This is an optimization exercise on Yosys and OpenROAD, whose aim is small area, not a production implementation. The RTL was checked by simulation tests, not by an equivalence proof against the original design. The clock port is modelled as an ideal driver; clocking choices that lean on that would not hold on a real chip.

Design build, start of the top module:
module build(rst, clk, sin, sout);
  parameter bitsize = 8, length = 256;
  input rst, clk;
  input [bitsize-1:0] sin;
  output [bitsize-1:0] sout;
  wire [7:0] x1, x2, x3, y1, y3, z1, z2, z3;
  wire [8:0] ax, ay;
  reg [8:0] axr, ayr;
  line_buff lb(.clk(clk), .rst(rst), .sin(sin), .x1(x1), .x2(x2), .x3(x3),
               .y1(y1), .y3(y3), .z1(z1), .z2(z2), .z3(z3));
  kernel k(.x1(x1), .x2(x2), .x3(x3), .y1(y1), .y3(y3), .z1(z1), .z2(z2),
           .z3(z3), .ax(ax), .ay(ay));
  always @(posedge clk) begin
    axr <= ax;
    ayr <= ay;
  end
  cordic_mag c(.clk(clk), .ax(axr), .ay(ayr), .mag(sout));
endmodule
Settings: LEC_CHECK=0, CAP_MARGIN=20, CORE_MARGIN=2, CORE_UTILIZATION=45, CTS_CLUSTER_DIAMETER=150, CTS_CLUSTER_SIZE=30, PLACE_DENSITY=0.6, SLEW_MARGIN=20; clock period 12.0 ns.
standard.sh (not shown) runs the stock make flow with config.mk's settings and CLKGATE_MAP_FILE= SYNTH_SCRIPT=/design/flow/synth_recipe.tcl, a recipe that flattens the netlist after the stock synthesis.
==> flow/flow/run.sh <==
#!/bin/bash
# Standard layout, with clock tree synthesis run without dummy loads.
set -e
cp standard.sh standard_sh.txt
export CTS_ARGS="-sink_clustering_enable -repair_clock_nets -sink_clustering_size 30 -sink_clustering_max_diameter 150 -dont_use_dummy_load"
bash standard.sh > standard.log 2>&1
Rerun with:
==> flow/flow/run.sh (replaced) <==
#!/bin/bash
# Standard layout, with clock tree synthesis run without dummy loads.
set -e
export CTS_ARGS="-sink_clustering_enable -repair_clock_nets -sink_clustering_size 35 -sink_clustering_max_diameter 80 -dont_use_dummy_load"
bash standard.sh > standard.log 2>&1
Settings changed: CTS_CLUSTER_DIAMETER 150 to 80, CTS_CLUSTER_SIZE 30 to 35.
After rerunning: Flip-flop and latch count stays the same; wire length stays flat; die area stays the same; design area is about the same; critical path depth stays the same; final cell count stays flat; worst setup slack is worse by 0.0098 ns.
Rerun with:
--- a/flow/flow/run.sh
+++ b/flow/flow/run.sh
@@ -2 +2,2 @@
-# Standard layout, with clock tree synthesis run without dummy loads.
+# Standard layout, with clock tree synthesis run without dummy loads and the
+# ports buffered with the smallest buffer.
@@ -4,0 +6 @@
+export BUFFER_PORTS_ARGS="-buffer_cell sky130_fd_sc_hd__buf_1"
Outcome: Cell area stays flat. Setup slack improved by 0.049 ns. Die area stays the same. Synthesized cell count does not change.
Rerun with:
==> flow/flow/run.sh (replaced) <==
#!/bin/bash
# Standard layout, with clock tree synthesis run without dummy loads.
set -e
cp standard.sh standard_sh.txt
export CTS_ARGS="-sink_clustering_enable -repair_clock_nets -sink_clustering_size 35 -sink_clustering_max_diameter 80 -dont_use_dummy_load"
bash standard.sh > standard.log 2>&1
Outcome:
- routed wire length came out higher by 1.1%
- setup slack is worse by 0.049 ns
- flip-flop and latch count is unchanged
- hold slack gains 0.036 ns
- design area stays flat

---

## willow
Another version of the RTL of build (not shown whole).
For scale: roughly 6100 cells after synthesis, roughly 4500 flip-flops, ~18 I/O pins, about 0.11 sq mm of cells after synthesis.
export LEC_CHECK = 0
export CAP_MARGIN = 20
export CORE_MARGIN = 2
export CORE_UTILIZATION = 45
export CTS_CLUSTER_DIAMETER = 90
export CTS_CLUSTER_SIZE = 37
export PLACE_DENSITY = 0.6
export SLEW_MARGIN = 20
create_clock -name core_clock -period 12.0 [get_ports {clk}]
==> flow/flow/run.sh <==
#!/bin/bash
# Standard layout, with clock tree synthesis run without dummy loads and the
# ports buffered with the smallest buffer.
set -e
export CTS_ARGS="-sink_clustering_enable -repair_clock_nets -sink_clustering_size 37 -sink_clustering_max_diameter 90 -dont_use_dummy_load"
export BUFFER_PORTS_ARGS="-buffer_cell sky130_fd_sc_hd__buf_1"
bash standard.sh > standard.log 2>&1
Changes in lagoon relative to willow:
Settings: changing CTS_CLUSTER_SIZE from 37 to 36.
==> flow/flow/run.sh <==
#!/bin/bash
# Standard layout, with clock tree synthesis run without dummy loads and the
# ports buffered with the smallest buffer.
set -e
export CTS_ARGS="-sink_clustering_enable -repair_clock_nets -sink_clustering_size 36 -sink_clustering_max_diameter 90 -dont_use_dummy_load"
export BUFFER_PORTS_ARGS="-buffer_cell sky130_fd_sc_hd__buf_1"
bash standard.sh > standard.log 2>&1
==> run notes <==
The detail-routed via count per cell on willow is in line with that on lagoon. After detailed routing, willow needs less wire than lagoon. On part of the cycle the worst path needs, willow and lagoon are basically level. lagoon ended with every stage complete and zero timing, DRC or antenna violations. Changes observed in lagoon relative to willow: fmax neither gained nor lost much, final area neither gained nor lost much. Time the final worst path needs with I/O delays and setup essentially unchanged between willow and lagoon. Any difference in total setup buffers inserted after CTS between willow and lagoon is small enough to ignore. Comparing lagoon against willow, there is no change at all in fraction of the yosys area taken by sequential cells. Clock-cell share of area delta (willow -> lagoon): insignificant.

-- separate check: timing with driven ports --
How much do the figures lean on ideal ports? The routed layouts below were timed once more, with nothing changed but the port constraints.
Step 1 (the two cells are an assumption about what drives the block):
set clk [get_ports {clk}]
set_driving_cell -lib_cell sky130_fd_sc_hd__clkbuf_16 $clk
set_driving_cell -lib_cell sky130_fd_sc_hd__buf_2 [delete_from_list [all_inputs] $clk]
Step 2, shift: input delay + t, output delay - t, t = (earliest + latest rising clock arrival at the registers) / 2. This alone moves slack from input paths to output paths.
a / b / c = ideal ports / drivers / drivers and shift; a / b = the first two.
run	shift t [ns]	slack for setup (ns)	hold WS [ns]	latest minus earliest clock arrival (ns)	worst slew at a driven data input, ns
the first run of note 1	0.883	2.617 / 2.617 / 2.617	0.281 / 0.281 / 0.281	0.083 / 0.084	0.04
the second run of note 1	0.882	2.608 / 2.608 / 2.608	0.283 / 0.283 / 0.283	0.113 / 0.112	0.04
the third run of note 1	0.865	2.656 / 2.656 / 2.656	0.247 / 0.247 / 0.247	0.126 / 0.126	0.05
the fourth run of note 1	0.882	2.608 / 2.608 / 2.608	0.283 / 0.283 / 0.283	0.113 / 0.112	0.04
willow	0.846	0.592 / 0.592 / 0.592	0.244 / 0.244 / 0.244	0.111 / 0.111	0.03
lagoon	0.865	0.593 / 0.593 / 0.593	0.246 / 0.246 / 0.246	0.110 / 0.110	0.04
After both steps setup and hold are still met in every run listed.
